This is an optimization exercise on Yosys and OpenROAD, whose aim is small area and a short achievable clock period, not a production implementation. Where RTL was checked, it was by simulation tests only, not by an equivalence proof against the original. The RTL of runs 2 to 4 was laid out without a check of its function. No activity file was given, so power comes from the tool's default toggle rates.

==> flow/design.v <==
parameter NBITS = 32;          
parameter BYTE = 8;
parameter WORDS = 1 << (NBITS-13);
parameter S_CONTROL = 2;       
parameter ALU_CONTROL = 6;     
parameter B = 4;
parameter C = 9;
parameter MEM = 3;
parameter DP_CTRL = S_CONTROL + ALU_CONTROL + B + C + MEM;
parameter CS_ADDR = 9;
parameter MICROINSTS = 1 << CS_ADDR;
parameter CS_CTRL = DP_CTRL + CS_ADDR;
module decoder (
   input logic [0:1] f,
   output logic [3:0] y);
   localparam AND  = 4'b0001;
   localparam OR   = 4'b0010;
   localparam NOTB = 4'b0100;
   localparam SUM  = 4'b1000;
   always_comb
      case (f)
         2'b00:  y <= AND;
         2'b01:  y <= OR;
         2'b10:  y <= NOTB;
         2'b11:  y <= SUM;
      endcase
endmodule
module logical_unit (
   input logic [NBITS-1:0] a, b,
   input logic [2:0] ctrl,
   output logic [NBITS-1:0] y);
   localparam AND  = 3'b001;
   localparam OR   = 3'b010;
   localparam NOTB = 3'b100;
   localparam NOP  = 3'b000;
   always_comb
      unique case (ctrl)
         AND:     y <= a & b;
         OR:      y <= a | b;
         NOTB:    y <= ~b;
			NOP:     y <= 'h0;
			default: y <= 'hx;
      endcase
endmodule
module full_adder (
   input logic enable,
   input logic c_in,
   input logic [NBITS-1:0] a, b,
   output logic [NBITS-1:0] y,
   output logic c_out);
   always_comb
      if (enable)
         {c_out, y} <= a + b + c_in;
		else
			{c_out, y} <= 'h0;
endmodule
module alu (
   input logic [NBITS-1:0] a, b,
   input logic [ALU_CONTROL-1:0] ctrl,
   output logic n, z,
   output logic [NBITS-1:0] y);
   logic [1:0] f;
   logic ena, enb, inva, inc;
   always_comb begin
      f <= ctrl[5:4];
      ena <= ctrl[3];
      enb <= ctrl[2];
      inva <= ctrl[1];
      inc <= ctrl[0];
   end
   logic [NBITS-1:0] a_bus, b_bus, y_lu, y_fa;
   logic [3:0] y_dec;
   always_comb
      if (inva)
         if (ena)
            a_bus <= ~a;
         else
            a_bus <= ~('h0);
      else
         if (ena)
            a_bus <= a;
         else
            a_bus <= 'h0;
   always_comb
      if (enb)
         b_bus <= b;
      else
         b_bus <= 'h0;
   always_comb
      y <= y_lu | y_fa;
   always_comb begin
      n <= y[NBITS-1];
      if (y)
         z <= 1'b0;
      else
         z <= 1'b1;
   end
   decoder decoder_i (.f(f), .y(y_dec));
   logical_unit lu_i (.a(a_bus), .b(b_bus), .ctrl(y_dec[2:0]), .y(y_lu));
   full_adder fa_i (.enable(y_dec[3]), .c_in(inc), .a(a_bus), .b(b_bus), .y(y_fa), .c_out());
endmodule
module shifter (
   input logic signed [NBITS-1:0] y,
   input logic [S_CONTROL-1:0] ctrl,
   output logic signed [NBITS-1:0] c);
   localparam SLL8 = 2'b10;
   localparam SRA1 = 2'b01;
   always_comb begin
      unique case (ctrl)
         default:
            c <= y;
         SLL8:
            c <= y << 8;
         SRA1:
            c <= y >>> 1;
      endcase
   end
endmodule
module register_file (
   input logic clk, reset,
   input  logic [NBITS-1:0] c_bus,
   output logic [NBITS-1:0] b_bus,
   input  logic [B-1:0]     enable_b,
   input  logic [C-1:0]     write_c,
   input logic [MEM-1:0] mem_control,
   output logic [NBITS-1:0] a_bus,
   input  logic [BYTE-1:0]  mem_q,
   output logic [NBITS-1:0] mem_addr,
   output logic [BYTE-1:0]  mem_data,
   output logic             mem_we);
   logic [NBITS-1:0] mar, mdr, pc, sp, lv, cpp, tos, opc, h;
   logic [BYTE-1:0] mbr;
   logic fetch, rd, wr;
   logic CH, COPC, CTOS, CCPP, CLV, CSP, CPC, CMDR, CMAR;
   localparam BMDR  = 4'h0;
   localparam BPC   = 4'h1;
   localparam BMBRU = 4'h2;
   localparam BMBRS = 4'h3;
   localparam BSP   = 4'h4;
   localparam BLV   = 4'h5;
   localparam BCPP  = 4'h6;
   localparam BTOS  = 4'h7;
   localparam BOPC  = 4'h8;
   always_comb begin
      CH   <= write_c[0];
      COPC <= write_c[1];
      CTOS <= write_c[2];
      CCPP <= write_c[3];
      CLV  <= write_c[4];
      CSP  <= write_c[5];
      CPC  <= write_c[6];
      CMDR <= write_c[7];
      CMAR <= write_c[8];
   end
   always_comb begin
	   fetch <= mem_control[0];
	   rd    <= mem_control[1];
	   wr    <= mem_control[2];
   end
   always_ff@(posedge clk) begin
      if (reset) begin
         mar <= 'h0;
         mdr <= 'h0;
         pc  <= 'h0;
         mbr <= 'h0;
         sp  <= 'h0;
         lv  <= 'h0;
         cpp <= 'h0;
         tos <= 'h0;
         opc <= 'h0;
         h   <= 'h0;
      end
      else begin
         if (CMAR)
            mar <= c_bus;
         else
            mar <= mar;
         if (CMDR & ~rd)
            mdr <= c_bus;
         else if (~CMDR & rd)
            mdr[7:0] <= mem_q;
         else
            mdr <= mdr;
         if (CPC)
            pc <= c_bus;
         else
            pc <= pc;
         if (fetch)
            mbr <= mem_q;
         else
            mbr <= mbr;
         if (CSP)
            sp <= c_bus;
         else
            sp <= sp;
         if (CLV)
            lv <= c_bus;
         else
            lv <= lv;
         if (CCPP)
            cpp <= c_bus;
         else
            cpp <= cpp;
         if (CTOS)
            tos <= c_bus;
         else
            tos <= tos;
         if (COPC)
            opc <= c_bus;
         else
            opc <= opc;
         if (CH)
            h <= c_bus;
         else
            h <= h;
      end
   end
   always_comb begin   
         case (enable_b)
            BMDR:    b_bus <= mdr;
            BPC:     b_bus <= pc;
            BMBRU:   b_bus <= unsigned'(mbr);
            BMBRS:   b_bus <= signed'(mbr);
            BSP:     b_bus <= sp;
            BLV:     b_bus <= lv;
            BCPP:    b_bus <= cpp;
            BTOS:    b_bus <= tos;
            BOPC:    b_bus <= opc;
            default: b_bus <= 'h0;
         endcase
   end
   assign a_bus = h;
   always_comb begin
      mem_addr <= {mar[NBITS-3:0], 2'b00};
      mem_data <= mdr[BYTE-1:0];
      if (wr)
         if (rd ^ wr)
            mem_we <= 1;
         else
			   mem_we <= 0;
      else
	      mem_we <= 0;
   end
endmodule
module datapath (
   input logic clk,
   input logic reset,
   input logic [DP_CTRL-1:0] microinst,
   output logic n,
   output logic z,
   input logic [BYTE-1:0] mem_in,
   output logic [NBITS-1:0] mem_addr,
   output logic [BYTE-1:0] mem_out,
   output logic we);
   logic [S_CONTROL-1:0]   shift_ctrl;
   logic [ALU_CONTROL-1:0] alu_ctrl;
   logic [C-1:0]           write_c;
   logic [MEM-1:0]         mem_control;
   logic [B-1:0]           enable_b;
   assign {shift_ctrl, alu_ctrl, write_c, mem_control, enable_b} = microinst;
   logic [NBITS-1:0] a_bus, b_bus, y, c_bus;
   alu alu_i (.a(a_bus), .b(b_bus), .ctrl(alu_ctrl), .n, .z, .y);
   shifter shifter_i (.y, .ctrl(shift_ctrl), .c(c_bus));
   register_file rf_i (.clk, .reset, .c_bus, .b_bus, .enable_b, .write_c, .mem_control, .a_bus,
                       .mem_q(mem_in), .mem_addr, .mem_data(mem_out), .mem_we(we));
endmodule
==> flow/run.sh <==
#!/bin/bash
# synth_recipe.tcl (not shown) runs the flow's synth.tcl, then flattens the netlist and writes it again
# the make line also repeats each setting of config.mk as NAME=value (left out here)
make -C /OpenROAD-flow-scripts/flow DESIGN_CONFIG=/design/flow/config.mk WORK_HOME=/design/flow/orfs CLKGATE_MAP_FILE= SYNTH_SCRIPT=/design/flow/synth_recipe.tcl finish
==> flow/config.mk <==
export PLATFORM = sky130hd
export DESIGN_NAME = datapath
export DESIGN_NICKNAME = datapath
export VERILOG_FILES = /design/flow/design.v
export SDC_FILE = /design/flow/constraint.sdc
export NUM_CORES = 4
export LEC_CHECK = 0
export CAP_MARGIN = 20
export CORE_MARGIN = 2
export CORE_UTILIZATION = 40
export SLEW_MARGIN = 20
==> flow/constraint.sdc <==
create_clock -name core_clock -period 9.0 [get_ports {clk}]
set_input_delay 1.8000 -clock core_clock [delete_from_list [all_inputs] [get_ports {clk}]]
set_output_delay 1.8000 -clock core_clock [all_outputs]
set_load 0.01 [all_outputs]
==> run notes, run 1 <==
die height 210 µm; Crit Path Category in2out; wire per inst 21.8 µm; hold path startpoint rf_i.mar[21]$_SDFFE_PP0P_; Hold WC Path Type reg2reg; number of synthesized flops with an enable pin 0; Distinct cells, synth 79; Required @ worst endpoint 7.20 ns; initial DRC count 1246; detailed placement HPWL 42800 µm; vias per cell 5.72; crit share post-route 97.8%; R2R Setup Slk 3.61 ns; routed vias 16000; Synth Register Bits 294; Seq/Total Area, Yosys 34.5%; Clock Skews 0.0170 ns; Layout Cells excl Fill 2800; synthesis-to-finish area growth 22.5%; Largest stage delay, worst path 0.56 ns; DP Worst Slack -0.580 ns; Congestion Overflow GR 0; H-tree depth 2; RSZ-0062 raised after global routing false; All-Layer GR Usage 27.3%; setup slack after layout 0.196 ns; TritonCTS clock tree done; Fin. Hold Viols 0; vias in the first global route 15700; Pins Over Slew Limit 0; Clock transition at path regs 0.06 ns; Sink Count 294; I/O pins 77; Remaining DRCs 0; Max Root-Sink Buffers 3; CP startpoint kind input pin; Synth Instances 2052; Area contributors post-synth dfxtp_1 35%, mux2i_1 12%, nor2_1 7.4%; placed cells 2737; number of max-cap violations 0; syn avg cell area 8.31 µm²; Synth Cell Area 17100 µm²; Finished Cell Area 20900 µm²; IO buf count 74; Setup-failing EPs final 0; Clk Latency, worst-skew pair 0.55 ns; Max FO, Critical Path 13; hold-fix buffers at CTS 0; first-pass detailed-route iteration total 5; Worst Hold Depth 2; leakage power 8.89 nW; Worst Hold Path EP rf_i.mar[21]$_SDFFE_PP0P_; Power per Cell Area 182 nW/µm²; CP Capture Type output pin; WHS 0.469 ns; top cell type by total area after synthesis dfxtp_1; largest net degree at the start of global routing 133; fin crit period 8.80 ns; n_diodes 0; row count 75; fraction of layout cells with a size suffix above 1 16.6%; initial antenna violation count 0; CP bufs+invs 6; Reg-to-Reg Start rf_i.mbr[7]$_SDFFE_PP0P_; Initial Utilization 40.6%; CP arrival 7.00 ns; Root Driver clkbuf_16; final wirelength 61000 µm; Antenna Nets Post-Route 0; Async SR Flop Fraction 0%; Cell Area, Placed 19600 µm²; cells along the critical path buf_2, buf_4, nor4b_2, buf_4, a22oi_1, a41oi_2, inv_2, ha_1, nand2_1, o31ai_1, buf_4, a21oi_1, xnor2_1, a21oi_1, o21ai_0, or4_1, or4_1, or4_1, nor4_2, clkdlybuf4s15_2; full die area 44300 µm²; Achievable Freq 0.114 GHz; Nets 2341; Die W 210 µm; Crit Reg-Reg Endpoint rf_i.sp[23]$_SDFFE_PP0P_; CTS buffer count 35; Reg2Reg Depth 23; Synth Flop Type dfxtp_1; first-pass GRT wire length 93200 µm; GPL Wtd Cong 0.914; top cell type's share of synthesized area 34.5%; max_slew headroom 20.8%; Core Area 42000 µm²; crit-path leading delay family simple AND/OR/NAND/NOR gates; Syn. warnings 6; Max rail drop VDD 169 µV; status finished clean; Slowest-stage cell, CP or4_1; Slew @ Worst Pin 1.19 ns
how the worst max path moves through the flow:
stage	start	end	slack (ns)	cells past startpoint
after floorplan	microinst[0]	z	0.35	19
after global placement	microinst[3]	z	-0.56	21
after detailed placement	microinst[3]	z	-0.58	21
after CTS	microinst[3]	z	0.03	20
after global routing	microinst[1]	z	0.004	21
final	microinst[1]	z	0.20	20
layout make-up:
type | instances | area, µm²
clock buffers | 49 | 998
repair buffers | 318 | 2610
fillers | 4059 | 21100
well taps | 539 | 674
inverters | 90 | 338
flip-flops and latches | 294 | 5890
clock inverters | 11 | 164
multi-input cells | 1499 | 10200
registers in the layout (all words and copies together), names as in the netlist, 32 cells and up:
| signal | count |
|---|---|
| rf_i.cpp | 32 |
| rf_i.h | 32 |
| rf_i.lv | 32 |
| rf_i.mdr | 32 |
| rf_i.opc | 32 |
| rf_i.pc | 32 |
| rf_i.sp | 32 |
| rf_i.tos | 32 |
kinds of logic after synthesis:
kind of cell               share of synthesized area, %
AOI/OAI and AO/OA                                  19.3
buffers and inverters                              6.10
adders and majority gates                          5.15
DFF                                                34.5
xor gates and xnor gates                           2.57
and+or+nand+nor                                    18.1
other                                            0.0220
muxes                                              14.2
per-stage QoR:
step | power (mW) | setup TNS [ns] | util, %
finish | 3.80 | 0 | 49.7
global route | 3.97 | 0 | 49.7
CTS | 3.82 | 0 | 49.5
detailed placement | 2.37 | -0.672 | 46.6
global placement | 2.36 | -0.596 | 46.6
floorplan | 2.01 | 0 | -
metal layers:
layer  wire length (µm)  vias up  GRT usage, %  share of wire (%)
met2              27800      531          44.6                 46
met5                  0        -             0                  0
met3               3540      134          3.37                5.8
met4               2210        0          10.2                3.6
met1              27500     7744          37.0                 45
li1                   -     7618             -                  -
synthesized netlist by cell type (all sizes together) (9+ instances only):
| cell | number |
|---|---|
| a221o | 9 |
| nor3b | 17 |
| a21oi | 84 |
| nand3b | 12 |
| inv | 88 |
| a22oi | 30 |
| nor3 | 16 |
| a211oi | 105 |
| ha | 67 |
| o22ai | 50 |
| xnor2 | 43 |
| nand2 | 135 |
| nor2 | 339 |
| a21o | 11 |
| mux2i | 203 |
| buf | 58 |
| a221oi | 21 |
| o21ai | 62 |
| clkbuf | 112 |
| a31oi | 18 |
| mux2 | 13 |
| nand2b | 68 |
| nand3 | 24 |
| dfxtp | 294 |
| nor2b | 12 |
| mux4 | 11 |
cell usage in the layout, fill, tap and decap left out, drive strengths merged, types with 13 or more instances in the layout:
cell type / n
nand3: 24
o21ai: 62
buf: 257
clkdlybuf4s50: 57
nor3: 16
o22ai: 50
nor2: 339
a221oi: 21
a22oi: 30
a31oi: 18
a211oi: 105
a21oi: 84
nor3b: 17
mux2: 13
nand2b: 68
inv: 88
xnor2: 43
mux2i: 203
ha: 67
clkbuf: 51
dfxtp: 294
nand2: 135
power breakdown:
part	total [mW]	switching, mW	internal (mW)
clock network	1.44	0.572	0.864
registers	1.48	0.0602	1.42
logic	0.888	0.524	0.365
total	3.80	1.16	2.65
worst reg2reg max path, delay by kind of cell, from the launching register on:
kind	cells	cell delay [ns]
AO/OA/AOI/OAI	9	2.05
AND/OR/NAND/NOR	5	1.08
buffers and inverters	7	1.04
flip-flops	1	0.60
adder cells (fa/ha/maj)	1	0.33
XOR/XNOR	1	0.11
timing repair:
item                                    4_1_cts  5_1_grt
endpoints found under the setup margin        2        2
setup buffers                                 1        0
resized for setup                            21       12
gates cloned                                  0        1
pin swaps                                     4        2
==> inputs of run 2 (changes only) <==
==> flow/design.v (replaced) <==
parameter NBITS = 32;          
parameter BYTE = 8;
parameter WORDS = 1 << (NBITS-13);
parameter S_CONTROL = 2;       
parameter ALU_CONTROL = 6;     
parameter B = 4;
parameter C = 9;
parameter MEM = 3;
parameter DP_CTRL = S_CONTROL + ALU_CONTROL + B + C + MEM;
parameter CS_ADDR = 9;
parameter MICROINSTS = 1 << CS_ADDR;
parameter CS_CTRL = DP_CTRL + CS_ADDR;
module datapath (
   input logic clk,
   input logic reset,
   input logic [DP_CTRL-1:0] microinst,
   output logic n,
   output logic z,
   input logic [BYTE-1:0] mem_in,
   output logic [NBITS-1:0] mem_addr,
   output logic [BYTE-1:0] mem_out,
   output logic we);
   logic [1:0] sh;
   logic [5:0] alu;
   logic [8:0] wc;
   logic [2:0] mem;
   logic [3:0] bs;
   assign {sh, alu, wc, mem, bs} = microinst;
   logic [1:0] f;
   logic ena, enb, inva, inc;
   assign {f, ena, enb, inva, inc} = alu;
   logic fetch, rd, wr;
   assign {wr, rd, fetch} = mem;
   logic [31:0] mar, mdr, pc, sp, lv, cpp, tos, opc, h;
   logic [7:0]  mbr;
   logic s_mdr, s_pc, s_mbru, s_mbrs, s_sp, s_lv, s_cpp, s_tos, s_opc;
   assign s_mdr  = enb & (bs == 4'd0);
   assign s_pc   = enb & (bs == 4'd1);
   assign s_mbru = enb & (bs == 4'd2);
   assign s_mbrs = enb & (bs == 4'd3);
   assign s_sp   = enb & (bs == 4'd4);
   assign s_lv   = enb & (bs == 4'd5);
   assign s_cpp  = enb & (bs == 4'd6);
   assign s_tos  = enb & (bs == 4'd7);
   assign s_opc  = enb & (bs == 4'd8);
   logic [31:0] bb, aa;
   assign bb = ({32{s_mdr}} & mdr) | ({32{s_pc}} & pc) | ({32{s_sp}} & sp) |
               ({32{s_lv}} & lv) | ({32{s_cpp}} & cpp) | ({32{s_tos}} & tos) |
               ({32{s_opc}} & opc) |
               {{24{s_mbrs & mbr[7]}}, {8{s_mbru | s_mbrs}} & mbr};
   assign aa = ({32{ena}} & h) ^ {32{inva}};
   logic [31:0] g, p, sum, y;
   assign g = aa & bb;
   assign p = aa ^ bb;
   assign sum = aa + bb + {31'd0, inc};
   always_comb
      case (f)
         2'b00: y = g;
         2'b01: y = aa | bb;
         2'b10: y = ~bb;
         default: y = sum;
      endcase
   assign n = y[31];
   logic [31:0] kin;
   assign kin = {aa[30:0] | bb[30:0], inc};
   logic z_sum, z_log;
   assign z_sum = &(~(p ^ kin));
   assign z_log = ~|y;
   assign z = (f == 2'b11) ? z_sum : z_log;
   logic [31:0] cb;
   assign cb = (sh == 2'b10) ? {y[23:0], 8'd0} :
               (sh == 2'b01) ? {y[31], y[31:1]} : y;
   logic [31:0] cz;
   logic [7:0] mz;
   assign cz = cb & {32{~reset}};
   assign mz = mem_in & {8{~reset}};
   always_ff @(posedge clk) begin
      if (wc[0] | reset) h   <= cz;
      if (wc[1] | reset) opc <= cz;
      if (wc[2] | reset) tos <= cz;
      if (wc[3] | reset) cpp <= cz;
      if (wc[4] | reset) lv  <= cz;
      if (wc[5] | reset) sp  <= cz;
      if (wc[6] | reset) pc  <= cz;
      if (wc[8] | reset) mar <= cz;
      if (fetch | reset) mbr <= mz;
      if ((wc[7] & ~rd) | reset) mdr[31:8] <= cz[31:8];
      if ((wc[7] & ~rd) | reset) mdr[7:0] <= cz[7:0];
      else if (~wc[7] & rd) mdr[7:0] <= mz;
   end
   assign mem_addr = {mar[29:0], 2'b00};
   assign mem_out = mdr[7:0];
   assign we = wr & ~rd;
endmodule
==> run notes, run 2 <==
status finished clean; Clock Skews 0.0124 ns; Async SR Flop Fraction 0%; Pins Over Slew Limit 0; Sink Count 294; Die W 204 µm; Area contributors post-synth edfxtp_1 55%, ha_1 4.9%, nand2_1 2.8%; Sequential Power Share 46.3%; clock share of power 28.4%; crit share post-route 97.9%; top-count cell post-synth edfxtp_1; top cells by count, synth 294 x edfxtp_1, 121 x nand2_1, 97 x nor2_1; combinational cell fraction of total power 25.3%; Largest stage delay, worst path 0.51 ns; Seq/Total Area, Yosys 55.2%; Core Area 39600 µm²; Syn. warnings 1; Synth Cell Area 16000 µm²; Final TNS setup 0 ns; fin crit period 8.82 ns; All-Layer GR Usage 24.6%; Slew @ Worst Pin 1.06 ns; n_diodes 0; leakage power 8.33 nW; WHS 1.51 ns; first-pass detailed-route iteration total 5; IO buf count 74; commonest non-fill, non-tap cell in the layout edfxtp_1; Switch Pwr 1.08 mW; largest net degree at the start of global routing 57; cells along the critical path dlygate4sd2_1, or3b_4, nor3_4, buf_12, buf_8, a22oi_1, nand3_1, ha_1, a21oi_1, buf_4, o221ai_2, buf_4, nor2_1, a21oi_2, xor2_1, mux4_2, nand4bb_1, or4_4, nor4b_2, or4b_4, nand2_2, clkdlybuf4s15_2; hold-fix buffers at CTS 0; CTS buffer count 27; vias in the first global route 12400; detailed placement HPWL 37400 µm; most frequent cells in the layout 294 x edfxtp_1, 266 x buf_4, 119 x nand2_1, 94 x nor2_1, 83 x inv_1; initial DRC count 1107; Crit Path Category in2out; CP arrival 7.02 ns; Required @ worst endpoint 7.20 ns; GPL Wtd Cong 0.938; row count 73; syn avg cell area 11.3 µm²; synthesis-to-finish area growth 28.3%; fraction of layout cells with a size suffix above 1 25.8%; Nets 1794; Remaining DRCs 0; Clk Latency, worst-skew pair 0.54 ns; R2R Setup Slk 3.90 ns; wire per inst 23.1 µm; Synth Flop Type edfxtp_1; Max Root-Sink Buffers 3; I/O pins 77; top cell type by total area after synthesis edfxtp_1; Clock transition at path regs 0.06 ns; Sequential Area 8830 µm²; Sw Ratio 28.3%; full die area 41600 µm²; top cell type's share of synthesized area 55.2%; first-pass GRT wire length 77100 µm; TritonCTS clock tree done; number of max-cap violations 0; initial antenna violation count 0; Max rail drop VDD 137 µV; Slowest-stage cell, CP mux4_2; Max FO, Critical Path 13; fin util 51.7%; number of synthesized flops with an enable pin 294; max_slew headroom 29.0%; Congestion Overflow GR 0; Critical Path Most Common Cell buf_4; Power per Cell Area 185 nW/µm²; P_int 2.72 mW; vias per cell 5.70; Initial Utilization 40.3%; Achievable Freq 0.113 GHz; Multi-input gate area 6930 µm²; Fin. Hold Viols 0; CP Capture Type output pin; Root Driver clkbuf_16; die height 204 µm; Synth Instances 1415; Antenna Nets Post-Route 0; CP startpoint kind input pin; Hold WC Path Type reg2reg; final wirelength 51600 µm; Filler cells 3484; Setup-failing EPs final 0; routed vias 12700; Distinct cells, synth 79; Synth Register Bits 294; H-tree depth 1
## run 2: repair_timing
action	4_1_cts	5_1_grt
gates cloned	0	0
resized for setup	66	67
setup buffers	7	4
pin swaps	14	20
setup endpoints to repair	2	2
## run 2: area by class of cell
type / instances / area share, %
Multi-Input combinational cell: 930 / 33.8
Sequential cell: 294 / 43.0
Tap cell: 525 / 3.20
Timing Repair Buffer: 358 / 14.4
Clock inverter: 13 / 0.610
Inverter: 85 / 1.56
Clock buffer: 32 / 3.39
## run 2: kinds of logic (layout without fill, tap and decap cells)
| group | after synthesis | count (layout) | synth area share, % |
|---|---|---|---|
| muxes | 19 | 19 | 1.70 |
| AOI/OAI and AO/OA | 365 | 365 | 16.3 |
| other | 1 | 2 | 0.0234 |
| xor gates and xnor gates | 75 | 75 | 4.11 |
| DFF | 294 | 294 | 55.2 |
| buffers and inverters | 192 | 488 | 4.97 |
| and+or+nand+nor | 405 | 405 | 12.7 |
| adders and majority gates | 64 | 64 | 5.05 |
## run 2: per-layer routing
layer / routed length (µm) / share of wire (%) / global-route usage (%) / up-vias
met3: 3090 / 6.0 / 2.60 / 75
met1: 23000 / 45 / 35.1 / 6314
li1: - / - / - / 5878
met4: 1340 / 2.6 / 6.78 / 0
met2: 24100 / 47 / 40.0 / 479
met5: 0 / 0 / 0 / -
## run 2: path summary, 6_finish.rpt
path | endpoint | cells past startpoint | from
setup reg to reg | cpp[29]$_DFFE_PP_ | 21 | mbr[7]$_DFFE_PP_
hold reg to reg | mdr[2]$_DFFE_PP_ | 6 | cpp[3]$_DFFE_PP_
setup / recovery | z | 22 | microinst[1]
hold / removal | mdr[2]$_DFFE_PP_ | 6 | cpp[3]$_DFFE_PP_
## run 2: through the flow
stage / setup WS, ns / power [mW] / cell area (µm²) / std cells
floorplan: 0.384 / 2.23 / 16000 / 1416
global route: -0.0404 / 3.96 / 20500 / 2237
finish: 0.185 / 3.80 / 20500 / 2237
CTS: 0.000822 / 3.79 / 20200 / 2233
detailed placement: -0.787 / 2.69 / 19000 / 2181
global placement: -0.779 / 2.68 / 19000 / 2180
## run 2: power groups by stage
stage	Sequential, mW	Combinational, mW	Clock, mW
detailed placement	1.78	0.902	0
global route	1.77	1.03	1.15
global placement	1.78	0.896	0
finish	1.76	0.961	1.08
floorplan	1.77	0.462	0
CTS	1.76	0.930	1.10
## run 2: worst max-delay path: cells and delay by family
family	cells	cell delay [ns]
AOI/OAI and AO/OA	4	0.56
xor gates and xnor gates	1	0.16
adders and majority gates	1	0.37
buffers and inverters	6	1.16
muxes	1	0.51
and+or+nand+nor	9	2.44
==> inputs of run 3 (changes only) <==
--- a/flow/design.v
+++ b/flow/design.v
@@ -54,11 +54,7 @@
    assign p = aa ^ bb;
    assign sum = aa + bb + {31'd0, inc};
-   always_comb
-      case (f)
-         2'b00: y = g;
-         2'b01: y = aa | bb;
-         2'b10: y = ~bb;
-         default: y = sum;
-      endcase
+   logic [31:0] ylog;
+   assign ylog = f[1] ? ~bb : (f[0] ? (aa | bb) : g);
+   assign y = (f == 2'b11) ? sum : ylog;
    assign n = y[31];
    logic [31:0] kin;
@@ -66,5 +62,5 @@
    logic z_sum, z_log;
    assign z_sum = &(~(p ^ kin));
-   assign z_log = ~|y;
+   assign z_log = ~|ylog;
    assign z = (f == 2'b11) ? z_sum : z_log;
    logic [31:0] cb;
--- a/flow/config.mk
+++ b/flow/config.mk
@@ -9,3 +9,5 @@
 export CORE_MARGIN = 2
 export CORE_UTILIZATION = 40
+export CTS_BUF_LIST = sky130_fd_sc_hd__clkbuf_4 sky130_fd_sc_hd__clkbuf_8
+export GPL_TIMING_DRIVEN = 0
 export SLEW_MARGIN = 20
==> run notes, run 3 <==
row count 73; top cell type by total area after synthesis edfxtp_1; fin util 47.7%; final wirelength 55200 µm; I/O pins 77; Sequential Area 8830 µm²; Max rail drop VDD 133 µV; die height 204 µm; Synth Cell Area 16000 µm²; synthesis-to-finish area growth 17.9%; CP arrival 7.04 ns; GPL Wtd Cong 0.987; top-count cell post-synth edfxtp_1; most frequent cells in the layout 294 x edfxtp_1, 122 x nand2_1, 76 x inv_1, 74 x nor2_1, 68 x a22oi_1; Final TNS setup 0 ns; commonest non-fill, non-tap cell in the layout edfxtp_1; fin crit period 8.84 ns; Pwr Total 3.77 mW; Setup-failing EPs final 0; status finished clean; Filler cells 3659; IO buf count 66; number of synthesized flops with an enable pin 294; Required @ worst endpoint 7.20 ns; crit share post-route 98.2%; Slew @ Worst Pin 1.11 ns; CTS buffer count 44; Core Area 39600 µm²; Seq/Total Area, Yosys 55.0%; Clk Latency, worst-skew pair 0.60 ns; vias per cell 5.91; hold-fix buffers at CTS 0; Cell Area, Placed 17500 µm²; Power per Cell Area 199 nW/µm²; syn avg cell area 11.5 µm²; fraction of layout cells with a size suffix above 1 14.3%; full die area 41700 µm²; initial DRC count 1418; Initial Utilization 40.5%; Congestion Overflow GR 0; Remaining DRCs 0; top cells by count, synth 294 x edfxtp_1, 124 x nand2_1, 77 x inv_1; routed vias 12200; Clock Skews 0.0314 ns; Root Driver clkbuf_8; largest net degree at the start of global routing 33; CP Capture Type output pin; Fin. Hold Viols 0; Clock transition at path regs 0.07 ns; first-pass GRT wire length 79400 µm; Finished Cell Area 18900 µm²; Pins Over Slew Limit 0; Synth Instances 1391; Synth Register Bits 294; TritonCTS clock tree done; Antenna Nets Post-Route 0; detailed placement HPWL 40200 µm; leakage power 7.45 nW; Synth Flop Type edfxtp_1; Die W 204 µm; Hold WC Path Type reg2reg; n_diodes 0; Syn. warnings 1; CP startpoint kind input pin; vias in the first global route 11500; max_slew headroom 25.6%; number of max-cap violations 0; Max FO, Critical Path 10; Max Root-Sink Buffers 3; H-tree depth 2; Sink Count 294; Achievable Freq 0.113 GHz; top cell type's share of synthesized area 55.0%; initial antenna violation count 0; Area contributors post-synth edfxtp_1 55%, ha_1 4.9%, a22oi_1 3.2%; Nets 1604; first-pass detailed-route iteration total 6; Distinct cells, synth 86; Async SR Flop Fraction 0%; All-Layer GR Usage 26.3%; Crit Path Category in2out; wire per inst 26.7 µm; Multi-input gate area 6890 µm²
[run 3: changes by cell type after synthesis, moves of 7 or more]
cell | before | now
a221oi_1 | 28 | 5
nor2_1 | 97 | 76
a21oi_1 | 76 | 56
nand3_1 | 29 | 13
a21o_1 | 14 | 28
o21ai_0 | 31 | 43
xor2_1 | 26 | 37
and3_1 | 20 | 10
a22oi_1 | 59 | 68
mux2i_1 | 8 | 16
buf_2 | 14 | 21
inv_1 | 84 | 77
nand4_1 | 26 | 19
[run 3: area by class of cell]
cell class | instances | share of cell area [%]
multi-input combinational | 910 | 36.5
sequential | 294 | 46.7
tap | 525 | 3.47
inverter | 78 | 1.55
clock buffer | 49 | 3.40
clock inverter | 33 | 1.61
buffer | 97 | 2.68
timing repair buffer | 81 | 4.15
[run 3: kinds of logic after synthesis]
| logic type | Yosys count | share of synthesized area, % |
|---|---|---|
| compound gates | 378 | 17.3 |
| xor+xnor | 91 | 4.97 |
| simple gates | 350 | 10.7 |
| fa+ha+maj | 64 | 5.04 |
| other cells | 1 | 0.0234 |
| mux | 25 | 1.91 |
| flops | 294 | 55.0 |
| buf+inv | 188 | 4.96 |
[run 3: critical path: stages]
cell	delay (ns)
clkdlybuf4s50_1	0.67
nand3b_1	0.26
nor3b_4	0.30
buf_4	0.29
buf_4	0.31
a22oi_1	0.12
and3_1	0.29
inv_1	0.09
ha_1	0.22
buf_2	0.18
a21oi_2	0.29
o21ai_0	0.15
a21oi_1	0.24
o21ba_2	0.18
o21a_1	0.19
nand2_2	0.11
a21oi_2	0.26
xor2_1	0.15
mux2i_2	0.31
clkdlybuf4s50_1	0.60
[run 3: through the flow]
step / setup slack [ns] / hold WS [ns] / std cells
floorplan: 1.85 / 1.07 / 1392
global route: -0.0289 / 1.48 / 2067
global placement: -1.26 / 1.40 / 1983
detailed placement: -0.819 / 1.36 / 1987
CTS: 0.00765 / 1.40 / 2063
finish: 0.159 / 1.40 / 2067
[run 3: report_power, final]
group	switching (mW)	internal (mW)	total (mW)
Combinational	0.550	0.282	0.832
Clock	0.536	0.634	1.17
Sequential	0.0525	1.71	1.76
[run 3: repair_timing]
action                                  CTS  global route
endpoints found under the setup margin    1             1
pin swaps                                 6             4
resized for setup                        56            19
buffers inserted                          5             6
[run 3: path summary, 6_finish.rpt]
kind	end	cells after the start	slack, ns	start
worst max register to register	lv[26]$_DFFE_PP_	17	3.16	mbr[7]$_DFFE_PP_
worst min register to register	opc[17]$_DFFE_PP_	6	1.40	opc[18]$_DFFE_PP_
worst min-delay path	opc[17]$_DFFE_PP_	6	1.40	opc[18]$_DFFE_PP_
worst max-delay path	n	20	0.16	microinst[2]
[run 3: routing by layer]
| layer | track usage, % | wire length, µm | up-vias |
|---|---|---|---|
| li1 | - | - | 5460 |
| met1 | 38.4 | 24900 | 6117 |
| met2 | 39.9 | 24400 | 546 |
| met3 | 3.97 | 4070 | 94 |
| met4 | 9.03 | 1810 | 0 |
| met5 | 0 | 0 | - |
==> inputs of run 4 (changes only) <==
--- a/flow/config.mk
+++ b/flow/config.mk
@@ -6,8 +6,10 @@
 export NUM_CORES = 4
 export LEC_CHECK = 0
+export ABC_AREA = 1
 export CAP_MARGIN = 20
 export CORE_MARGIN = 2
-export CORE_UTILIZATION = 40
+export CORE_UTILIZATION = 60
 export CTS_BUF_LIST = sky130_fd_sc_hd__clkbuf_4 sky130_fd_sc_hd__clkbuf_8
 export GPL_TIMING_DRIVEN = 0
+export SETUP_SLACK_MARGIN = 3
 export SLEW_MARGIN = 20
==> run notes, run 4 <==
cells along the critical path buf_8, nand3_4, nor2_4, buf_12, buf_12, a22o_1, a221oi_2, nand4_1, buf_6, ha_4, a21oi_1, o311ai_1, a21oi_2, nand3_1, nand3_2, nand2_4, buf_6; Distinct cells, synth 62; Worst Hold Path EP sp[13]$_DFFE_PP_; Reg2Reg Depth 18; Achievable Freq 0.157 GHz; commonest non-fill, non-tap cell in the layout nand2_1; top-count cell post-synth nand2_1; top cell type's share of synthesized area 53.8%; Antenna Nets Post-Route 0; vias per cell 6.01; Synth Cell Area 16400 µm²; TritonCTS clock tree done; crit share post-route 70.6%; CTS buffer count 42; Initial Utilization 61.1%; Required @ worst endpoint 7.20 ns; status finished clean; Sink Count 294; Seq/Total Area, Yosys 53.8%; setup slack after layout 2.64 ns; Slew @ Worst Pin 1.10 ns; most frequent cells in the layout 372 x nand2_1, 294 x edfxtp_1, 132 x inv_1, 93 x nor2_1, 88 x nand3_1; H-tree depth 2; Clock transition at path regs 0.06 ns; CP startpoint kind input pin; Crit Path Category in2out; Synth Flop Type edfxtp_1; fin crit period 6.36 ns; Die W 169 µm; detailed placement HPWL 35200 µm; Max rail drop VDD 190 µV; Synth Register Bits 294; Switch Pwr 1.06 mW; Fin. Hold Viols 0; Clock Skews 0.0257 ns; Synth Instances 1642; R2R Setup Slk 4.65 ns; Reg-to-Reg Start mbr[7]$_DFFE_PP_; initial antenna violation count 1; die height 169 µm; P_int 2.55 mW; Filler cells 1934; initial DRC count 1358; hold-fix buffers at CTS 0; CP arrival 4.56 ns; synthesis-to-finish area growth 20.4%; fraction of layout cells with a size suffix above 1 21.1%; Root Driver clkbuf_8; routed vias 13200; Final TNS setup 0 ns; max_slew headroom 26.7%; leakage power 8.12 nW; Sw Ratio 29.3%; GPL Wtd Cong 0.975; Setup-failing EPs final 0; final wirelength 50400 µm; combinational cell fraction of total power 23.7%; Sequential Power Share 49.0%; hold path startpoint pc[13]$_DFFE_PP_; Max FO, Critical Path 10; All-Layer GR Usage 34.8%; Congestion Overflow GR 0; Syn. warnings 1; Clk Latency, worst-skew pair 0.54 ns; syn avg cell area 10.0 µm²; n_diodes 0; Async SR Flop Fraction 0%; DP Worst Slack 1.12 ns; Pins Over Slew Limit 0; largest net degree at the start of global routing 34; row count 60; CP Capture Type output pin; Setup crit start microinst[2]; Largest stage delay, worst path 0.45 ns; Slowest-stage cell, CP o311ai_1; Core Area 26900 µm²; vias in the first global route 12400; Nets 1924; Remaining DRCs 0; Hold WC Path Type reg2reg; top cell type by total area after synthesis edfxtp_1; full die area 28700 µm²; Crit Reg-Reg Endpoint h[27]$_DFFE_PP_; first-pass GRT wire length 73300 µm; Area contributors post-synth edfxtp_1 54%, nand2_1 8.9%, ha_1 4.8%; number of synthesized flops with an enable pin 294; RSZ-0062 raised after global routing true; top cells by count, synth 388 x nand2_1, 294 x edfxtp_1, 141 x inv_1; Pwr Total 3.60 mW; Power per Cell Area 182 nW/µm²; Max Root-Sink Buffers 3; clock share of power 27.2%; I/O pins 77; IO buf count 71; Worst Hold Depth 7; number of max-cap violations 0; first-pass detailed-route iteration total 5; wire per inst 23.0 µm
==> run 4: worst max-delay path, delay by kind of cell <==
| kind | cells | cell delay, ns |
|---|---|---|
| fa+ha+maj | 1 | 0.30 |
| simple gates | 6 | 0.74 |
| compound gates | 5 | 1.01 |
| buf+inv | 5 | 0.67 |
==> run 4: stage by stage <==
stage	cell area (µm²)	cells	utilization (%)	hold WS (ns)
6_report	19800	2191	73.5	1.23
5_1_grt	19800	2191	73.5	1.29
4_1_cts	19200	2173	71.6	1.17
3_5_place_dp	17600	2055	65.3	1.17
3_3_place_gp	17600	2055	65.3	1.13
2_1_floorplan	16400	1643	-	0.962
==> run 4: metal layers <==
layer  global-route usage [%]  share of wire (%)  vias to the layer above
met4                     13.0                3.8                        0
met1                     46.5                 40                     6306
met5                        0                  0                        -
met2                     58.7                 48                      698
met3                     4.31                8.6                      127
li1                         -                  -                     6042
==> run 4: what timing repair did <==
item | CTS | global route
setup buffers | 50 | 16
gates cloned | 0 | 2
setup endpoints to repair | 56 | 2
gates resized for setup | 152 | 86
pin swaps | 39 | 45
endpoints found under the hold margin | 0 | 0
==> run 4: area by class of cell <==
| cell class | count | area [µm²] | share of cell area [%] |
|---|---|---|---|
| clock buffers | 54 | 668 | 3.38 |
| multi-input cells | 1125 | 7250 | 36.7 |
| well taps | 341 | 427 | 2.16 |
| repair buffers | 139 | 1310 | 6.64 |
| flip-flops and latches | 294 | 8830 | 44.7 |
| inverters | 156 | 601 | 3.04 |
| plain buffers | 68 | 586 | 2.96 |
| clock inverters | 14 | 91.3 | 0.462 |
==> run 4: power by group through the flow <==
stage | sequential [mW] | combinational (mW) | clock, mW
after global routing | 1.78 | 0.919 | 1.04
final | 1.77 | 0.855 | 0.980
after floorplan | 1.78 | 0.458 | 0
after CTS | 1.76 | 0.785 | 0.984
after global placement | 1.78 | 0.703 | 0
after detailed placement | 1.79 | 0.712 | 0
==> run 4: cell families (layout without fill, tap and decap cells) <==
kind of cell	after synthesis	after routing	synth area share (%)
compound gates	251	251	9.89
xor+xnor	70	70	3.73
fa+ha+maj	64	64	4.92
buf+inv	224	431	6.32
flops	294	294	53.8
other cells	1	2	0.0228
simple gates	738	738	21.3
==> run 4: worst max-delay path by stage <==
stage               endpoint  cells past startpoint
floorplan                  n                     17
global placement           n                     17
detailed placement         n                     17
CTS                        n                     19
global route               n                     24
finish                     n                     17
==> inputs of run 5 (changes only) <==
--- a/flow/design.v
+++ b/flow/design.v
@@ -53,5 +53,32 @@
    assign g = aa & bb;
    assign p = aa ^ bb;
-   assign sum = aa + bb + {31'd0, inc};
+   logic [31:0] G [0:5];
+   logic [31:0] P [0:5];
+   logic [31:0] D [0:4];
+   assign G[0] = {g[30:0], inc};
+   assign P[0] = {p[30:0], 1'b0};
+   genvar l, i;
+   generate for (l = 1; l <= 5; l++) begin : up
+      for (i = 0; i < 32; i++) begin : b
+         if ((i % (1 << l)) == (1 << l) - 1) begin : node
+            assign G[l][i] = G[l-1][i] | (P[l-1][i] & G[l-1][i - (1 << (l-1))]);
+            assign P[l][i] = P[l-1][i] & P[l-1][i - (1 << (l-1))];
+         end else begin : pass
+            assign G[l][i] = G[l-1][i];
+            assign P[l][i] = P[l-1][i];
+         end
+      end
+   end endgenerate
+   assign D[4] = G[5];
+   generate for (l = 4; l >= 1; l--) begin : dn
+      for (i = 0; i < 32; i++) begin : b
+         if (((i % (1 << l)) == (1 << (l-1)) - 1) && i >= (1 << l)) begin : node
+            assign D[l-1][i] = G[l-1][i] | (P[l-1][i] & D[l][i - (1 << (l-1))]);
+         end else begin : pass
+            assign D[l-1][i] = D[l][i];
+         end
+      end
+   end endgenerate
+   assign sum = p ^ D[0];
    logic [31:0] ylog;
    assign ylog = f[1] ? ~bb : (f[0] ? (aa | bb) : g);
==> flow/flow/run.sh (new file) <==
#!/bin/bash
# Layout flow: the standard ORFS flow (standard.sh, unchanged synthesis),
# with plain buf_2 cells as the port buffers instead of the delay cells
# buffer_ports picks by default. make's full output goes to flow_make.log here.
set -euo pipefail
export BUFFER_PORTS_ARGS="-buffer_cell sky130_fd_sc_hd__buf_2"
bash standard.sh "$@" > flow_make.log 2>&1
==> flow/standard.sh (new file) <==
#!/bin/bash
# synth_recipe.tcl (not shown) runs the flow's synth.tcl, then flattens the netlist and writes it again
# the make line also repeats each setting of config.mk as NAME=value (left out here)
make -C /OpenROAD-flow-scripts/flow DESIGN_CONFIG=/design/flow/config.mk WORK_HOME=/design/flow/orfs CLKGATE_MAP_FILE= SYNTH_SCRIPT=/design/flow/synth_recipe.tcl "${@:-finish}"
--- a/flow/config.mk
+++ b/flow/config.mk
@@ -9,7 +9,10 @@
 export CAP_MARGIN = 20
 export CORE_MARGIN = 2
-export CORE_UTILIZATION = 60
-export CTS_BUF_LIST = sky130_fd_sc_hd__clkbuf_4 sky130_fd_sc_hd__clkbuf_8
+export CORE_UTILIZATION = 50
+export CTS_BUF_LIST = sky130_fd_sc_hd__clkbuf_8
+export CTS_CLUSTER_DIAMETER = 60
+export CTS_CLUSTER_SIZE = 12
 export GPL_TIMING_DRIVEN = 0
-export SETUP_SLACK_MARGIN = 3
+export SETUP_SLACK_MARGIN = 4
 export SLEW_MARGIN = 20
+export TNS_END_PERCENT = 0
removed: flow/run.sh
==> run notes, run 5 <==
status finished clean; Max FO, Critical Path 6; Clk Latency, worst-skew pair 0.60 ns; Distinct cells, synth 43; vias in the first global route 12200; Slowest-stage cell, CP ha_4; Remaining DRCs 0; largest family of logic cells by synthesized area simple AND/OR/NAND/NOR gates; commonest non-fill, non-tap cell in the layout nand2_1; Cell Area, Placed 17000 µm²; leakage power 8.31 nW; setup slack after layout 2.78 ns; Critical Path Most Common Cell nand2_2; top cell type's share of synthesized area 55.1%; Congestion Overflow GR 0; Multi-input gate area 7040 µm²; Final TNS setup 0 ns; full die area 33500 µm²; Setup-failing EPs final 0; n_diodes 0; placed cells 2142; vias per cell 5.79; Antenna Nets Post-Route 0; Fin. Hold Viols 0; GPL Wtd Cong 0.990; Slew @ Worst Pin 1.16 ns; complex-gate fraction of the synthesized area 4.01%; Clock Skews 0.0201 ns; Synth Cell Area 16000 µm²; I/O pins 77; number of max-cap violations 0; Area contributors post-synth edfxtp_1 55%, nand2_1 13%, ha_1 5.0%; Synth Area in Adders 6.99%; Sequential Power Share 53.2%; fin crit period 6.22 ns; final wirelength 56900 µm; synthesis-to-finish area growth 19.2%; Synth Register Bits 294; wire per inst 25.2 µm; top cells by count, synth 557 x nand2_1, 294 x edfxtp_1, 130 x nor2_1; Die W 183 µm; clock share of power 23.0%; Crit Path Category in2out; All-Layer GR Usage 33.7%; Max Root-Sink Buffers 3; Seq/Total Area, Yosys 55.1%; Syn. warnings 4; post-synthesis xor/xnor area fraction 3.88%; Finished Cell Area 19100 µm²; DP Worst Slack 1.70 ns; TritonCTS clock tree done; syn avg cell area 9.62 µm²; Max rail drop VDD 139 µV; Sequential Area 8830 µm²; Filler cells 2702; RSZ-0062 raised after global routing true; max_slew headroom 22.4%; Sw Ratio 30.6%; number of synthesized flops with an enable pin 294; initial antenna violation count 2; first-pass GRT wire length 80400 µm; Async SR Flop Fraction 0%; detailed placement HPWL 38300 µm; initial DRC count 1429; Sink Count 294; mux cell area share after synthesis 0.0624%; Core Area 31600 µm²; Root Driver clkbuf_8; Achievable Freq 0.161 GHz; Switch Pwr 1.01 mW; WHS 1.29 ns; Synth Flop Type edfxtp_1; Nets 1961; IO buf count 71; fraction of layout cells with a size suffix above 1 22.1%; simple-gate portion of the synthesized area 24.5%; largest net degree at the start of global routing 33; P_int 2.30 mW; cells along the critical path buf_12, clkinv_8, nand2_8, nor2_4, buf_12, buf_8, buf_6, nand2_2, nand2_2, nor2_2, nand2_2, ha_4, inv_2, o211ai_1, nand2_1, nand2_2, nand2_2, nand2_4, nand2_4, nand2_2, nand2_2, nand3_2, nand2_2, buf_6; top-count cell post-synth nand2_1; H-tree depth 1; CP arrival 4.42 ns; Hold WC Path Type reg2reg; CTS buffer count 30; Clock transition at path regs 0.08 ns; Required @ worst endpoint 7.20 ns; Initial Utilization 50.8%; hold-fix buffers at CTS 0; row count 65; Largest stage delay, worst path 0.31 ns; routed vias 13100; top cell type by total area after synthesis edfxtp_1; Power per Cell Area 173 nW/µm²; crit share post-route 69.1%; CP Capture Type output pin; most frequent cells in the layout 519 x nand2_1, 294 x edfxtp_1, 105 x inv_1, 101 x nor2_1, 93 x nand3_1; first-pass detailed-route iteration total 6; Layout Cells excl Fill 2254; die height 183 µm; Pins Over Slew Limit 0; CP startpoint kind input pin; combinational cell fraction of total power 23.9%; Synth Instances 1667
-- run 5: cell count changes in the layout (fill, tap and decap cells not counted), moves of 17 or more --
cell / previous run / this run
a21oi_1: 53 / 10
buf_2: 15 / 73
clkdlybuf4s50_1: 65 / 0
nand2_1: 372 / 519
a22o_1: 23 / 0
o21ai_0: 49 / 32
o21ai_1: 37 / 11
nand4_1: 25 / 71
inv_1: 132 / 105
-- run 5: cells by family after synthesis --
group                    count (synthesis)
AO/OA/AOI/OAI                          105
adder cells (fa/ha/maj)                 80
multiplexers                             1
other                                    1
flip-flops                             294
XOR/XNOR                                71
buffers and inverters                  199
AND/OR/NAND/NOR                        916
-- run 5: cell type report --
class	instances	area share, %
multi-input cells	1175	36.8
inverters	116	2.44
clock buffers	31	2.23
plain buffers	83	3.56
clock inverters	6	0.223
well taps	402	2.63
flip-flops and latches	294	46.2
repair buffers	147	5.87
-- run 5: power by group through the flow --
stage | clock network [mW] | logic [mW] | registers [mW]
detailed placement | 0 | 0.664 | 1.79
finish | 0.761 | 0.789 | 1.76
global placement | 0 | 0.660 | 1.78
floorplan | 0 | 0.407 | 1.78
CTS | 0.768 | 0.735 | 1.76
global route | 0.814 | 0.845 | 1.77
-- run 5: critical path: cells and delay by family --
| family | cells | cell delay [ns] |
|---|---|---|
| buf+inv | 7 | 0.72 |
| simple gates | 15 | 1.27 |
| fa+ha+maj | 1 | 0.31 |
| compound gates | 1 | 0.29 |
-- run 5: what timing repair did --
item	in CTS	in global routing
setup endpoints to repair	267	249
setup buffers	57	16
resized for setup	168	79
pin swaps	51	51
gates cloned	2	0
-- run 5: path summary, 6_finish.rpt --
check                                    endpoint  cells past startpoint         startpoint  slack (ns)
worst max-delay path                            n                     24       microinst[3]        2.78
worst max register to register  mdr[24]$_DFFE_PP_                     21   mbr[7]$_DFFE_PP_        4.14
worst min register to register    h[30]$_DFFE_PP_                      9  mdr[31]$_DFFE_PP_        1.29
worst min-delay path              h[30]$_DFFE_PP_                      9  mdr[31]$_DFFE_PP_        1.29
-- run 5: layer usage --
| layer | up-vias | GRT usage, % | part of all wire (%) |
|---|---|---|---|
| met4 | 0 | 14.3 | 4.6 |
| met5 | - | 0 | 0 |
| met2 | 621 | 56.2 | 48 |
| met1 | 6349 | 43.9 | 40 |
| met3 | 141 | 5.54 | 7.6 |
| li1 | 5940 | - | - |
-- run 5: metrics by stage --
step           power (mW)  util, %
6_report             3.31     60.6
5_1_grt              3.43     60.6
3_3_place_gp         2.44     53.8
3_5_place_dp         2.45     53.9
4_1_cts              3.26     59.0
2_1_floorplan        2.19        -
==> inputs of run 6 (changes only) <==
==> flow/flow/run.sh (replaced) <==
#!/bin/bash
# Layout flow: the standard ORFS flow (standard.sh, unchanged synthesis),
# with plain buf_2 cells as the port buffers instead of the delay cells
# buffer_ports picks by default, and with ORFS power recovery (downsizing of
# gates off the critical paths) after global routing. make's full output goes
# to flow_make.log here.
set -euo pipefail
export RECOVER_POWER=50
export BUFFER_PORTS_ARGS="-buffer_cell sky130_fd_sc_hd__buf_2"
bash standard.sh "$@" > flow_make.log 2>&1
==> run notes, run 6 <==
Power per Cell Area 173 nW/µm²; Filler cells 2721; I/O pins 77; Max rail drop VDD 138 µV; Max Root-Sink Buffers 3; placed cells 2142; Congestion Overflow GR 0; Crit Reg-Reg Endpoint mdr[24]$_DFFE_PP_; Max FO, Critical Path 6; Pins Over Slew Limit 283; Clock Skews 0.0185 ns; Largest stage delay, worst path 0.31 ns; Multi-input gate area 7040 µm²; Crit Path Category in2out; TritonCTS clock tree done; Core Area 31600 µm²; top-count cell post-synth nand2_1; max_slew headroom -105%; Slowest-stage cell, CP ha_4; detailed placement HPWL 38300 µm; leakage power 8.19 nW; Sequential Area 8830 µm²; P_int 2.29 mW; Initial Utilization 50.8%; fin crit period 6.22 ns; Clk Latency, worst-skew pair 0.60 ns; fraction of layout cells with a size suffix above 1 19.8%; first-pass GRT wire length 80400 µm; Required @ worst endpoint 7.20 ns; RSZ-0062 raised after global routing true; status complete, but fails checks; Switch Pwr 1.01 mW; Antenna Nets Post-Route 0; top cells by count, synth 557 x nand2_1, 294 x edfxtp_1, 130 x nor2_1; wire per inst 25.2 µm; largest net degree at the start of global routing 33; Synth Instances 1667; All-Layer GR Usage 33.7%; vias in the first global route 12200; crit-path leading delay family simple AND/OR/NAND/NOR gates; Remaining DRCs 0; Synth Cell Area 16000 µm²; vias per cell 5.78; most frequent cells in the layout 519 x nand2_1, 294 x edfxtp_1, 105 x inv_1, 101 x nor2_1, 93 x nand3_1; Reg-to-Reg Start mbr[7]$_DFFE_PP_; initial DRC count 1290; CP startpoint kind input pin; commonest non-fill, non-tap cell in the layout nand2_1; Synth Flop Type edfxtp_1; Seq/Total Area, Yosys 55.1%; cells along the critical path buf_12, clkinv_8, nand2_8, nor2_4, buf_12, buf_8, buf_6, nand2_2, nand2_2, nor2_2, nand2_2, ha_4, inv_2, o211ai_1, nand2_1, nand2_2, nand2_2, nand2_4, nand2_4, nand2_2, nand2_2, nand3_2, nand2_2, buf_6; hold path startpoint mdr[31]$_DFFE_PP_; Achievable Freq 0.161 GHz; syn avg cell area 9.62 µm²; row count 65; Worst Hold Path EP h[31]$_DFFE_PP_; Critical Path Most Common Cell nand2_2; hold-fix buffers at CTS 0; top cell type's share of synthesized area 55.1%; Slew @ Worst Pin 3.08 ns; Sequential Power Share 53.3%; Setup-failing EPs final 0; R2R Setup Slk 4.16 ns; H-tree depth 1; Layout Check Fails capacitance limit, slew limit; Async SR Flop Fraction 0%; die height 183 µm; Area contributors post-synth edfxtp_1 55%, nand2_1 13%, ha_1 5.0%; Sink Count 294; Cell Area, Placed 17000 µm²; IO buf count 71; initial antenna violation count 2; Final TNS setup 0 ns; Distinct cells, synth 43; clock share of power 23.1%; CP Capture Type output pin; CP arrival 4.42 ns; top cell type by total area after synthesis edfxtp_1; Syn. warnings 4; Finished Cell Area 19100 µm²; number of synthesized flops with an enable pin 294; CP bufs+invs 7; Die W 183 µm; setup slack after layout 2.78 ns; first-pass detailed-route iteration total 5; GPL Wtd Cong 0.990; Clock transition at path regs 0.08 ns; Sw Ratio 30.6%; Hold WC Path Type reg2reg; CTS buffer count 30; Synth Register Bits 294; number of max-cap violations 9; Worst Hold Depth 9; full die area 33500 µm²; Fin. Hold Viols 0; final wirelength 56900 µm; DP Worst Slack 1.70 ns; combinational cell fraction of total power 23.6%; Layout Cells excl Fill 2255; Pwr Total 3.31 mW; Reg2Reg Depth 21; synthesis-to-finish area growth 18.9%; routed vias 13000; Nets 1961; Root Driver clkbuf_8; crit share post-route 69.1%
## run 6: kinds of logic after synthesis
| family | after synthesis | synth area share, % |
|---|---|---|
| AND/OR/NAND/NOR | 916 | 24.5 |
| flip-flops | 294 | 55.1 |
| buffers and inverters | 199 | 5.51 |
| AO/OA/AOI/OAI | 105 | 4.01 |
| adder cells (fa/ha/maj) | 80 | 6.99 |
| XOR/XNOR | 71 | 3.88 |
| other | 1 | 0.0234 |
| multiplexers | 1 | 0.0624 |
## run 6: timing repair
item,4_1_cts,5_1_grt
gates resized for setup,168,79
pin swaps,51,51
gates cloned,2,0
hold endpoints to repair,0,0
setup endpoints to repair,267,249
buffers inserted,57,16
## run 6: worst max path at each step
stage             startpoint           endpoint  depth (start not counted)
4_1_cts         microinst[3]                  n                         25
6_report        microinst[3]                  n                         24
2_1_floorplan  microinst[18]                  n                         22
3_3_place_gp    microinst[3]  tos[29]$_DFFE_PP_                         27
5_1_grt         microinst[3]                  n                         24
3_5_place_dp    microinst[3]  mar[29]$_DFFE_PP_                         27
## run 6: power by group through the flow
| stage | sequential, mW | clock [mW] | combinational, mW |
|---|---|---|---|
| after floorplan | 1.78 | 0 | 0.407 |
| after global placement | 1.78 | 0 | 0.660 |
| after detailed placement | 1.79 | 0 | 0.664 |
| after CTS | 1.76 | 0.768 | 0.735 |
| after global routing | 1.78 | 0.814 | 0.838 |
| final | 1.76 | 0.762 | 0.781 |
## run 6: through the flow
stage	util, %	hold slack (ns)
finish	60.4	1.28
global route	60.4	1.36
CTS	59.0	1.23
detailed placement	53.9	1.21
global placement	53.8	1.22
floorplan	-	0.998
## run 6: cell type report
type / instances / share of cell area, %
inverters: 116 / 2.44
clock inverters: 6 / 0.223
plain buffers: 83 / 3.57
multi-input cells: 1175 / 37.0
well taps: 402 / 2.64
diodes: 1 / 0.0131
clock buffers: 31 / 2.24
flip-flops and latches: 294 / 46.3
repair buffers: 147 / 5.59
## run 6: layer usage
metal  track usage (%)  share of wire, %
met2              56.2                48
met1              43.9                39
met3              5.54               8.4
met5                 0                 0
met4              14.3               4.7
## run 6: tightest hold or removal path: stages (launching register included)
cell and delay, ns:
edfxtp_1 0.32, nand2_1 0.05, nand2_1 0.05, nor2_1 0.05, nand2_2 0.08, nand2_1 0.08, nand3_1 0.13, nand3_1 0.09
nand2_1 0.08, inv_1 0.15
==> inputs of run 7 (changes only) <==
==> flow/flow/run.sh (replaced) <==
#!/bin/bash
# Layout flow: the standard ORFS flow with a synthesis script that maps the
# logic with its own ABC script (same flip-flops and names as the standard
# synthesis) and small port buffers. Each tool's output goes to a log here.
set -euo pipefail
here=$(pwd)
{
  echo 'proc synth {args} { yosys synth -nofsm -noshare {*}$args }'
  echo "proc abc {args} {"
  echo '  set i [lsearch -exact $args -script]'
  echo "  if {\$i >= 0} { set args [lreplace \$args \$i [expr {\$i+1}] -script $here/flow/abc.script] }"
  echo '  yosys abc {*}$args'
  echo '}'
  tail -n +2 synth_recipe.tcl
} > flow_synth.tcl
sed "s#SYNTH_SCRIPT=[^ ]*#SYNTH_SCRIPT=$here/flow_synth.tcl#" standard.sh > flow_standard.sh
export BUFFER_PORTS_ARGS="-buffer_cell sky130_fd_sc_hd__buf_1"
bash flow_standard.sh > flow_make.log 2>&1
==> flow/flow/abc.script (new file) <==
strash
dch
map -a
topo
buffer -c
upsize -c
dnsize -c
stime -c
==> flow/config.mk (replaced) <==
export PLATFORM = sky130hd
export DESIGN_NAME = datapath
export DESIGN_NICKNAME = datapath
export VERILOG_FILES = /design/flow/design.v
export SDC_FILE = /design/flow/constraint.sdc
export NUM_CORES = 4
export LEC_CHECK = 0
export CAP_MARGIN = 20
export CORE_MARGIN = 2
export CORE_UTILIZATION = 60
export CTS_BUF_LIST = sky130_fd_sc_hd__clkbuf_8
export CTS_CLUSTER_SIZE = 30
export GPL_TIMING_DRIVEN = 0
export SETUP_SLACK_MARGIN = 3
export SLEW_MARGIN = 20
==> run notes, run 7 <==
first-pass GRT wire length 63300 µm; Setup-failing EPs final 0; All-Layer GR Usage 32.6%; WHS 1.34 ns; most frequent cells in the layout 294 x edfxtp_1, 212 x nand2_1, 124 x inv_1, 80 x buf_4, 69 x buf_1; fin util 75.0%; routed vias 11400; gr busiest metal met2; synthesis-to-finish area growth 23.8%; initial antenna violation count 0; TritonCTS clock tree done; Congestion Overflow GR 0; status finished clean; wire per inst 23.0 µm; Synth Instances 1333; Die W 163 µm; Sink Count 294; fin crit period 6.95 ns; number of synthesized flops with an enable pin 294; Fin. Hold Viols 0; GR Util met3 5.55%; die height 163 µm; CP Capture Type output pin; vias per cell 5.96; RSZ-0062 raised after global routing true; fraction of layout cells with a size suffix above 1 24.4%; Achievable Freq 0.144 GHz; Initial Utilization 60.6%; number of max-cap violations 0; vias in the first global route 10700; initial DRC count 1112; n_diodes 0; Synth Register Bits 294; full die area 26400 µm²; cells along the critical path buf_2, inv_4, nor4_4, buf_6, a22oi_2, nand2_2, nor2_4, fa_2, o21a_1, o21a_1, o21ai_2, inv_2, nor2_4, nor3_4, a31oi_4, nand3_2, nand2_2, xor2_1, nand2_1, o21ai_4, buf_6; Antenna Nets Post-Route 0; Core Area 24900 µm²; Max rail drop VDD 190 µV; Synth Cell Area 15100 µm²; Clock transition at path regs 0.06 ns; GPL Wtd Cong 0.907; top cells by count, synth 294 x edfxtp_1, 220 x nand2_1, 118 x inv_1; Clk Latency, worst-skew pair 0.56 ns; Final TNS setup 0 ns; Max FO, Critical Path 5; Distinct cells, synth 51; Remaining DRCs 0; max_slew headroom 30.9%; detailed placement HPWL 28600 µm; crit share post-route 77.2%; met2 Use GR 53.1%; Slew @ Worst Pin 1.03 ns; top-count cell post-synth edfxtp_1; Largest stage delay, worst path 0.47 ns; Hold WC Path Type reg2reg; Async SR Flop Fraction 0%; Seq/Total Area, Yosys 58.6%; I/O pins 77; Max Root-Sink Buffers 3; Syn. warnings 4; hold-fix buffers at CTS 0; Area contributors post-synth edfxtp_1 59%, nand2_1 5.5%, ha_1 5.3%; Nets 1658; CP startpoint kind input pin; H-tree depth 2; Pins Over Slew Limit 0; CP bufs+invs 5; Clock Skews 0.0260 ns; crit-path leading delay family simple AND/OR/NAND/NOR gates; largest net degree at the start of global routing 33; final wirelength 43900 µm; Power per Cell Area 189 nW/µm²; Slowest-stage cell, CP nor4_4; Pwr Total 3.53 mW; syn avg cell area 11.3 µm²; Required @ worst endpoint 7.20 ns; top cell type by total area after synthesis edfxtp_1; row count 58; commonest non-fill, non-tap cell in the layout edfxtp_1; top cell type's share of synthesized area 58.6%; Crit Path Category in2out; Synth Flop Type edfxtp_1; leakage power 7.65 nW; met1 GRT Util 45.0%; Root Driver clkbuf_8; CP arrival 5.15 ns; first-pass detailed-route iteration total 7; IO buf count 71; CTS buffer count 43
run 7: cell types whose count changed after synthesis, sizes merged, moves of 12 or more:
cell / change
nand2: -346
a22oi: +76
nand4: -53
nor2: -49
nand3: -47
o21ai: +37
xor2: -31
xnor2: +27
inv: +18
a211oi: +13
o22ai: +13
nor4: +12
run 7: where the power goes:
part           internal, mW  total [mW]  switching [mW]
Clock                 0.514        1.01           0.491
Combinational         0.281       0.759           0.478
Sequential             1.72        1.76          0.0472
run 7: metal layers:
metal,up-vias,part of all wire [%],wire (µm)
met2,595,47,20600
met3,118,9.3,4100
met5,-,0,0
li1,5149,-,-
met1,5501,40,17500
met4,0,3.8,1660
run 7: final timing paths:
path                                         from          endpoint  slack [ns]  cells after the start
worst max register to register   mbr[7]$_DFFE_PP_  pc[22]$_DFFE_PP_        4.11                     24
worst min register to register  mdr[29]$_DFFE_PP_  lv[29]$_DFFE_PP_        1.34                      8
worst min-delay path            mdr[29]$_DFFE_PP_  lv[29]$_DFFE_PP_        1.34                      8
worst max-delay path                 microinst[0]                 n        2.05                     21
run 7: area by class of cell:
cell class / count / area, µm²
Timing Repair Buffer: 163 / 1240
Sequential cell: 294 / 8830
Clock buffer: 44 / 606
Fill cell: 1636 / 6230
Buffer: 69 / 479
Clock inverter: 32 / 190
Multi-Input combinational cell: 839 / 6380
Tap cell: 330 / 413
Inverter: 134 / 524
run 7: worst register-to-register path: cells and delay by family, from the launching register on:
kind,cells,cell delay [ns]
adder cells (fa/ha/maj),2,0.80
AO/OA/AOI/OAI,7,1.40
XOR/XNOR,1,0.16
AND/OR/NAND/NOR,7,0.98
flip-flops,1,0.39
buffers and inverters,7,1.00
run 7: per-stage QoR:
| step | setup WS [ns] | cell area, µm² | cells |
|---|---|---|---|
| 2_1_floorplan | 2.66 | 15100 | 1334 |
| 3_3_place_gp | 1.09 | 15800 | 1735 |
| 3_5_place_dp | 1.27 | 15900 | 1741 |
| 4_1_cts | 2.10 | 18000 | 1878 |
| 5_1_grt | 1.96 | 18700 | 1905 |
| 6_report | 2.05 | 18700 | 1905 |
run 7: what timing repair did:
item                                    in CTS  in global routing
setup buffers                               60                 23
gates resized for setup                    184                 79
endpoints found under the setup margin     180                171
cloned                                       1                  3
pin swaps                                   56                 46
run 7: cell families after synthesis:
logic type / after synthesis / synth area share (%)
AOI/OAI and AO/OA: 258 / 11.3
adders and majority gates: 80 / 7.44
muxes: 6 / 0.398
buffers and inverters: 203 / 5.65
and+or+nand+nor: 424 / 12.7
DFF: 294 / 58.6
other: 1 / 0.0249
xor gates and xnor gates: 67 / 3.89

-- port drivers added, routing unchanged --
No port has a modelled driver above. Below, the same layouts with a new extraction and two added sets of constraints. Step 1 sets driving cells, clkbuf_16 on the clock port and buf_2 on the other inputs (assumed; they add their load-dependent delay and slew). Step 2 moves the port delays by t, midway between the first and last clock arrival at a register: inputs arrive t later, outputs are due t later. That takes back most of the time a late clock gives input paths. Slacks: ideal ports / drivers / drivers and shift; pairs: ideal ports / drivers.
| run | t, ns | setup WS [ns] | pins driven straight from the clock port |
|---|---|---|---|
| run 1 | 0.597 | 0.196 / 0.176 / 0.176 | 1 |
| run 2 | 0.584 | 0.185 / 0.156 / 0.156 | 1 |
| run 3 | 0.630 | 0.159 / 0.121 / 0.121 | 1 |
| run 4 | 0.571 | 2.644 / 2.596 / 2.596 | 1 |
| run 5 | 0.633 | 2.783 / 2.718 / 2.328 | 1 |
| run 6 | 0.634 | 2.784 / 2.720 / 2.349 | 1 |
| run 7 | 0.590 | 2.055 / 2.034 / 2.034 | 1 |
For run 5, which loses most, drivers alone change the setup slack by -0.065 ns; drivers and shift together by -0.455 ns.
